Source: an optimization exercise on an open RTL-to-GDS flow (aim: a short achievable clock period and few clock cycles). Production flows keep margins and buffers that such runs may drop. Function was checked by simulation only, so behaviour that the tests miss may differ from the original.

Setup of the baseline:
==> flow/design.v <==
module projectCPU2021(
  clk,
  rst,
  wrEn,
  data_fromRAM,
  addr_toRAM,
  data_toRAM
);
input clk, rst;
input wire [15:0] data_fromRAM;
output wire [15:0] data_toRAM;
output wire wrEn;
output wire [12:0] addr_toRAM;
localparam OP_ADD = 3'd0, OP_NAND = 3'd1, OP_SRRL = 3'd2, OP_GE = 3'd3,
           OP_SZ = 3'd4, OP_CP2W = 3'd5, OP_CPFW = 3'd6, OP_JMP = 3'd7;
wire [15:0] din = data_fromRAM;
reg [12:0] addr_q;      
reg        we_q;        
reg        w2;          
reg        sel_q;       
reg        f1;          
reg [12:0] f1pc;
reg        f2;          
reg [12:0] f2pc;
reg        f2x;         
reg        i1, i2;      
assign addr_toRAM = sel_q ? din[12:0] : addr_q;
assign wrEn       = we_q & ~rst;
reg        p1v, p2v;    
reg [ 2:0] p1op, p2op;
reg [12:0] p1pc;
reg [ 9:0] p1blk1;      
reg        p1s, p2s;    
reg        szpend;      
reg        szunres;     
reg        szskip;      
reg [15:0] W;
reg [12:0] c2;          
reg        c2v;
assign data_toRAM = W;
reg [ 1:0] qv;          
reg        qh;
reg [15:0] qw0, qw1;
reg [12:0] qpc0, qpc1;
reg        qz0, qz1;    
reg [12:0] fpc;         
reg        fm;          
reg        lkv, lkh;    
reg        lkz;
reg [12:0] lkpc;
reg [15:0] lkw;
reg [15:0] ic_d [0:31];
reg [ 7:0] ic_t [0:31];
reg [31:0] ic_z;        
reg [31:0] ic_v;
reg        invp;        
reg [12:0] inva;
reg        invp2;
reg [12:0] inva2;
reg [ 7:0] invt;        
reg        invm;        
reg [ 4:0] inv3;
wire p2live = p2v & ~(p2s & szskip);
wire dz     = (din == 16'd0);
wire jres   = p2live & (p2op == OP_JMP);           
wire szres  = p2live & (p2op == OP_SZ);
wire [3:0] s = din[3:0];
wire hi0 = (din[15:6] == 10'd0);
wire m_shr = hi0 & ~din[5] & ~din[4];
wire m_shl = hi0 & ~din[5] &  din[4];
wire m_ror = hi0 &  din[5] & ~din[4];
wire [31:0] wl = {W, W} << s;
wire [31:0] wr = {W, W} >> s;
wire [15:0] sh = m_shr ? (W >> s) : m_shl ? (W << s) : m_ror ? wr[15:0] : wl[31:16];
wire        xadd  = p2live & (p2op == OP_ADD);
wire        xnand = p2live & (p2op == OP_NAND);
wire        xsrrl = p2live & (p2op == OP_SRRL);
wire        xge   = p2live & (p2op == OP_GE);
wire        xcp   = p2live & (p2op == OP_CP2W);
wire        wupd  = xadd | xnand | xsrrl | xge | xcp;
wire [15:0] alu   = ({16{xadd}}  & (W + din)) | ({16{xnand}} & ~(W & din)) |
                    ({16{xsrrl}} & sh) | ({16{xge}} & {15'd0, W >= din}) |
                    ({16{xcp}}   & din);
wire       stale = we_q & ((addr_q[12:3] == p1pc[12:3]) | (addr_q[12:3] == p1blk1));
wire        arrv = f2 & ~f2x;                       
wire        lkok = lkv & lkh;
wire        q0v  = qh ? qv[1] : qv[0];               
wire [15:0] q0w  = qh ? qw1  : qw0;
wire [12:0] q0pc = qh ? qpc1 : qpc0;
wire        q0z  = qh ? qz1  : qz0;
wire        qt   = q0v ? ~qh : qh;                  
wire        arrB = arrv & ec2v;
wire        hv   = q0v | lkok | arrB;
wire [15:0] hw   = q0v ? q0w  : lkok ? lkw  : din;
wire [12:0] hpc  = q0v ? q0pc : lkok ? lkpc : f2pc;
wire [ 2:0] hop  = hw[15:13];
wire        hvR   = q0v | lkok;
wire [15:0] hwR   = q0v ? q0w : lkw;
wire        hindR = q0v ? q0z : lkz;
wire        hwrR  = (hwR[15:13] == OP_CPFW);
wire        hszR  = (hwR[15:13] == OP_SZ);
wire        hniR  = hindR & ~ec2v;
wire        dz13 = (din[12:0] == 13'd0);
wire        hind = q0v ? q0z : lkok ? lkz : dz13;
wire        hindN = q0v ? q0z : lkz;                
wire [12:0] ec2  = w2 ? W[12:0] : c2;
wire        ec2v = w2 | c2v;
wire [12:0] hea  = hind ? ec2 : hw[12:0];
wire        hwr  = (hop == OP_CPFW);
wire        hsz  = (hop == OP_SZ);
wire        hni  = hindN & ~ec2v;                   
wire p1jmp  = p1v & (p1op == OP_JMP);
wire p1alu  = p1v & (p1op != OP_CPFW) & (p1op != OP_JMP) & (p1op != OP_SZ);
wire flush  = jres | stale;
wire szwait = szpend & szunres;                    
wire drop   = szpend & ~szunres & szskip & hv & ~flush;
wire can_dec = hv & ~flush & ~p1jmp & ~i1 & ~i2 & ~drop &
               ~(hwr & p1alu) & ~(szwait & (hwr | hsz | hni));
wire need_i  = can_dec & hni;
wire dec     = can_dec & ~need_i;
wire pop     = dec | drop;
wire okR     = ~flush & ~p1jmp & ~i1 & ~i2 & ~drop &
               ~(hwrR & p1alu) & ~(szwait & (hwrR | hszR | hniR));
wire beR     = hvR & okR;
wire dwrA    = (din[15:13] == OP_CPFW);
wire dszA    = (din[15:13] == OP_SZ);
wire beA     = ~hvR & arrB & ~flush & ~p1jmp & ~i1 & ~i2 & ~drop &
               ~(dwrA & p1alu) & ~(szwait & (dwrA | dszA));
wire f2live      = f2 & ~f2x;
wire owed2       = (qv[0] & (qv[1] | lkv | f1 | f2live)) | (qv[1] & (lkv | f1 | f2live)) |
                   (lkv & (f1 | f2live)) | (f1 & f2live);
wire space       = ~owed2;
wire used_new    = pop & ~q0v;                      
wire nwr         = (arrv | lkok) & ~flush;         
wire nw          = nwr & ~used_new;                 
wire [15:0] nww  = arrv ? din : lkw;
wire [12:0] nwpc = arrv ? f2pc : lkpc;
wire        nwz  = arrv ? dz13 : lkz;
wire fe_ok       = ~flush & ~(lkv & ~lkh);
wire port_free   = ~beR & ~beA & ~p1jmp & ~flush;
wire fetch       = fe_ok & fm & space & port_free;
wire look        = fe_ok & space & ~f1 & ~sel_q & ~fetch & ~fm &
                   ~(invp & (inva[4:0] == fpc[4:0])) & ~(invp2 & (inva2[4:0] == fpc[4:0])) &
                   ~(invm & (inv3 == fpc[4:0]));
wire [4:0] fidx  = fpc[4:0];
always @(posedge clk) begin
  if (rst) begin
    addr_q  <= 13'd2;           
    we_q    <= 1'b0;
    w2      <= 1'b0;
    sel_q   <= 1'b0;
    f1      <= 1'b0;
    f1pc    <= 13'd0;
    f2      <= 1'b0;
    f2x     <= 1'b0;
    i1      <= 1'b1;
    i2      <= 1'b0;
    fpc     <= 13'd0;
    fm      <= 1'b1;
    lkv     <= 1'b0;
    p1v     <= 1'b0;
    p2v     <= 1'b0;
    p1s     <= 1'b0;
    p2s     <= 1'b0;
    szpend  <= 1'b0;
    szunres <= 1'b0;
    szskip  <= 1'b0;
    qv      <= 2'b00;
    qh      <= 1'b0;
    W       <= 16'd0;
    c2v     <= 1'b0;
    ic_v    <= 32'd0;
    invp    <= 1'b0;
    invp2   <= 1'b0;
    invm    <= 1'b0;
  end else begin
    if (wupd) W <= alu;
    if (w2) begin c2 <= W[12:0]; c2v <= 1'b1; end
    if (i2) begin c2 <= din[12:0]; c2v <= 1'b1; end
    if (f2) begin
      ic_d[f2pc[4:0]] <= din;
      ic_t[f2pc[4:0]] <= f2pc[12:5];
      ic_z[f2pc[4:0]] <= dz13;
      ic_v[f2pc[4:0]] <= 1'b1;
    end
    invp <= we_q;
    inva <= addr_q;
    invp2 <= invp;
    inva2 <= inva;
    invt  <= ic_t[inva[4:0]];
    invm  <= invp2 & (invt == inva2[12:5]);
    inv3  <= inva2[4:0];
    if (invm)
      ic_v[inv3] <= 1'b0;
    lkv  <= look;
    lkpc <= fpc;
    lkh  <= ic_v[fidx] & (ic_t[fidx] == fpc[12:5]);
    lkw  <= ic_d[fidx];
    lkz  <= ic_z[fidx];
    if (szres) begin
      szskip  <= dz;
      szunres <= 1'b0;
    end
    if (dec) begin
      szpend <= hsz;
      if (hsz) szunres <= 1'b1;
    end else if (drop)
      szpend <= 1'b0;
    p2v  <= p1v;
    p2op <= p1op;
    p2s  <= p1s;
    p1v  <= dec;
    p1op <= hop;
    p1pc <= hpc;
    p1blk1 <= hpc[12:3] + 10'd1;
    p1s  <= szpend;
    i2   <= i1;
    i1   <= need_i;
    f2   <= f1 | sel_q;
    f2pc <= sel_q ? din[12:0] : f1pc;
    f2x  <= f1 & flush | sel_q & ~jres;
    if (nwr) begin
      if (qt) begin qw1 <= nww; qpc1 <= nwpc; qz1 <= nwz; end
      else    begin qw0 <= nww; qpc0 <= nwpc; qz0 <= nwz; end
    end
    if (flush)
      qv <= 2'b00;
    else begin : qupd
      reg [1:0] v;
      v = qv;
      if (pop & q0v) v[qh] = 1'b0;
      if (nw) v[qt] = 1'b1;
      qv <= v;
      if (pop & q0v) qh <= ~qh;
    end
    we_q  <= 1'b0;
    w2    <= 1'b0;
    sel_q <= 1'b0;
    f1    <= 1'b0;
    if (jres) begin
      addr_q <= din[12:0] + 13'd1;
      f1     <= 1'b1;
      f1pc   <= din[12:0] + 13'd1;
      fpc    <= din[12:0] + 13'd2;
      fm     <= 1'b0;
    end else if (stale) begin
      fpc <= p1pc + 13'd1;
      fm  <= 1'b0;
    end else begin
      if (p1jmp)
        sel_q <= 1'b1;
      else if (dec) begin
        addr_q <= hea;
        we_q   <= hwr;
        w2     <= hwr & (hind ? (ec2 == 13'd2) : (hw[12:0] == 13'd2));
      end else if (need_i)
        addr_q <= 13'd2;
      else if (fetch) begin
        addr_q <= fpc;
        f1     <= 1'b1;
        f1pc   <= fpc;
      end
      if (lkv & ~lkh) begin
        fm  <= 1'b1;
        fpc <= lkpc;
      end else if (fetch | look)
        fpc <= fpc + 13'd1;
    end
  end
end
endmodule
clock: 4.5 ns
lec_check: 0
abc_clock_period_in_ps: 2000
cap_margin: 20
core_margin: 2
core_utilization: 40
setup_slack_margin: 2.4
slew_margin: 20
run.sh (not shown) runs the stock make flow with config.mk's settings and CLKGATE_MAP_FILE= SYNTH_SCRIPT=/design/flow/synth_recipe.tcl, a recipe that flattens the netlist after the stock synthesis.
Testbench counts of the baseline, summed over its fixed seeds: cycles 43,387.
Edits applied to the flow inputs when going from the baseline to the candidate:
diff --git a/flow/design.v b/flow/design.v
--- a/flow/design.v
+++ b/flow/design.v
@@ -21,12 +21,13 @@
 reg        f1;          
 reg [12:0] f1pc;
 reg        f2;          
 reg [12:0] f2pc;
 reg        f2x;         
 reg        i1, i2;      
+reg        rd2;         
 assign addr_toRAM = sel_q ? din[12:0] : addr_q;
 assign wrEn       = we_q & ~rst;
 reg        p1v, p2v;    
 reg [ 2:0] p1op, p2op;
 reg [12:0] p1pc;
 reg [ 9:0] p1blk1;      
@@ -133,32 +134,37 @@
 wire used_new    = pop & ~q0v;                      
 wire nwr         = (arrv | lkok) & ~flush;         
 wire nw          = nwr & ~used_new;                 
 wire [15:0] nww  = arrv ? din : lkw;
 wire [12:0] nwpc = arrv ? f2pc : lkpc;
 wire        nwz  = arrv ? dz13 : lkz;
-wire fe_ok       = ~flush & ~(lkv & ~lkh);
+wire fe_ok       = ~flush & ~rd2 & ~(lkv & ~lkh);
 wire port_free   = ~beR & ~beA & ~p1jmp & ~flush;
 wire fetch       = fe_ok & fm & space & port_free;
 wire look        = fe_ok & space & ~f1 & ~sel_q & ~fetch & ~fm &
                    ~(invp & (inva[4:0] == fpc[4:0])) & ~(invp2 & (inva2[4:0] == fpc[4:0])) &
                    ~(invm & (inv3 == fpc[4:0]));
 wire [4:0] fidx  = fpc[4:0];
+reg  [31:0] tmatch;
+integer ti;
+always @* for (ti = 0; ti < 32; ti = ti + 1) tmatch[ti] = ic_v[ti] & (ic_t[ti] == fpc[12:5]);
+wire        fhit = tmatch[fidx];
 always @(posedge clk) begin
   if (rst) begin
-    addr_q  <= 13'd2;           
+    addr_q  <= 13'd0;           
     we_q    <= 1'b0;
     w2      <= 1'b0;
     sel_q   <= 1'b0;
-    f1      <= 1'b0;
+    f1      <= 1'b1;
     f1pc    <= 13'd0;
     f2      <= 1'b0;
     f2x     <= 1'b0;
-    i1      <= 1'b1;
+    i1      <= 1'b0;
+    rd2     <= 1'b1;
     i2      <= 1'b0;
-    fpc     <= 13'd0;
+    fpc     <= 13'd1;
     fm      <= 1'b1;
     lkv     <= 1'b0;
     p1v     <= 1'b0;
     p2v     <= 1'b0;
     p1s     <= 1'b0;
     p2s     <= 1'b0;
@@ -191,13 +197,13 @@
     invm  <= invp2 & (invt == inva2[12:5]);
     inv3  <= inva2[4:0];
     if (invm)
       ic_v[inv3] <= 1'b0;
     lkv  <= look;
     lkpc <= fpc;
-    lkh  <= ic_v[fidx] & (ic_t[fidx] == fpc[12:5]);
+    lkh  <= fhit;
     lkw  <= ic_d[fidx];
     lkz  <= ic_z[fidx];
     if (szres) begin
       szskip  <= dz;
       szunres <= 1'b0;
     end
@@ -212,13 +218,14 @@
     p1v  <= dec;
     p1op <= hop;
     p1pc <= hpc;
     p1blk1 <= hpc[12:3] + 10'd1;
     p1s  <= szpend;
     i2   <= i1;
-    i1   <= need_i;
+    i1   <= need_i | rd2;
+    rd2  <= 1'b0;
     f2   <= f1 | sel_q;
     f2pc <= sel_q ? din[12:0] : f1pc;
     f2x  <= f1 & flush | sel_q & ~jres;
     if (nwr) begin
       if (qt) begin qw1 <= nww; qpc1 <= nwpc; qz1 <= nwz; end
       else    begin qw0 <= nww; qpc0 <= nwpc; qz0 <= nwz; end
@@ -250,13 +257,13 @@
       if (p1jmp)
         sel_q <= 1'b1;
       else if (dec) begin
         addr_q <= hea;
         we_q   <= hwr;
         w2     <= hwr & (hind ? (ec2 == 13'd2) : (hw[12:0] == 13'd2));
-      end else if (need_i)
+      end else if (need_i | rd2)
         addr_q <= 13'd2;
       else if (fetch) begin
         addr_q <= fpc;
         f1     <= 1'b1;
         f1pc   <= fpc;
       end
Findings:
Across both runs, post-layout net count was higher for the candidate than for the baseline.
Post-synthesis area per instance down 0.45 um^2 in the candidate wrt the baseline
Run comparison: the baseline termination of the worst setup path lkh$_DFFE_PN_; the candidate termination of the worst setup path fpc[1]$_SDFFE_PP0P_
Against the baseline as the reference, the candidate delivers a lower per-cell routed wire length.
On final-layout clock-cell area share, the baseline and the candidate are neck and neck.
The candidate ended up with a higher sum of buffers and inverters on the critical path than the baseline did.
Testbench counts of the candidate, summed over its fixed seeds: cycles 43,515.

[static timing again, ports no longer ideal]
The flow's constraints put no driver on any port. The routed layouts listed below were extracted and timed again, unchanged, in two steps. Step 1, drivers: a clkbuf_16 drives clk and a buf_2 each remaining input, both assumed. Step 2 moves the port delays by t, midway between the first and last clock arrival at a register: inputs arrive t later, outputs are due t later. That takes back most of the time a late clock gives input paths. Slacks: ideal / step 1 / step 2; pairs: ideal / step 1.
run	t (ns)	setup slack, ns	worst setup path at the end	latest minus earliest clock arrival (ns)
the baseline	0.784	1.795 / 1.721 / 1.212	input to register	0.086 / 0.085
the candidate	0.811	1.648 / 1.648 / 0.990	input to register	0.079 / 0.078
After both steps every run listed still meets setup and hold. The setup slack of the candidate, which loses most, moves by 0.000 ns with the drivers and by -0.658 ns with both steps.
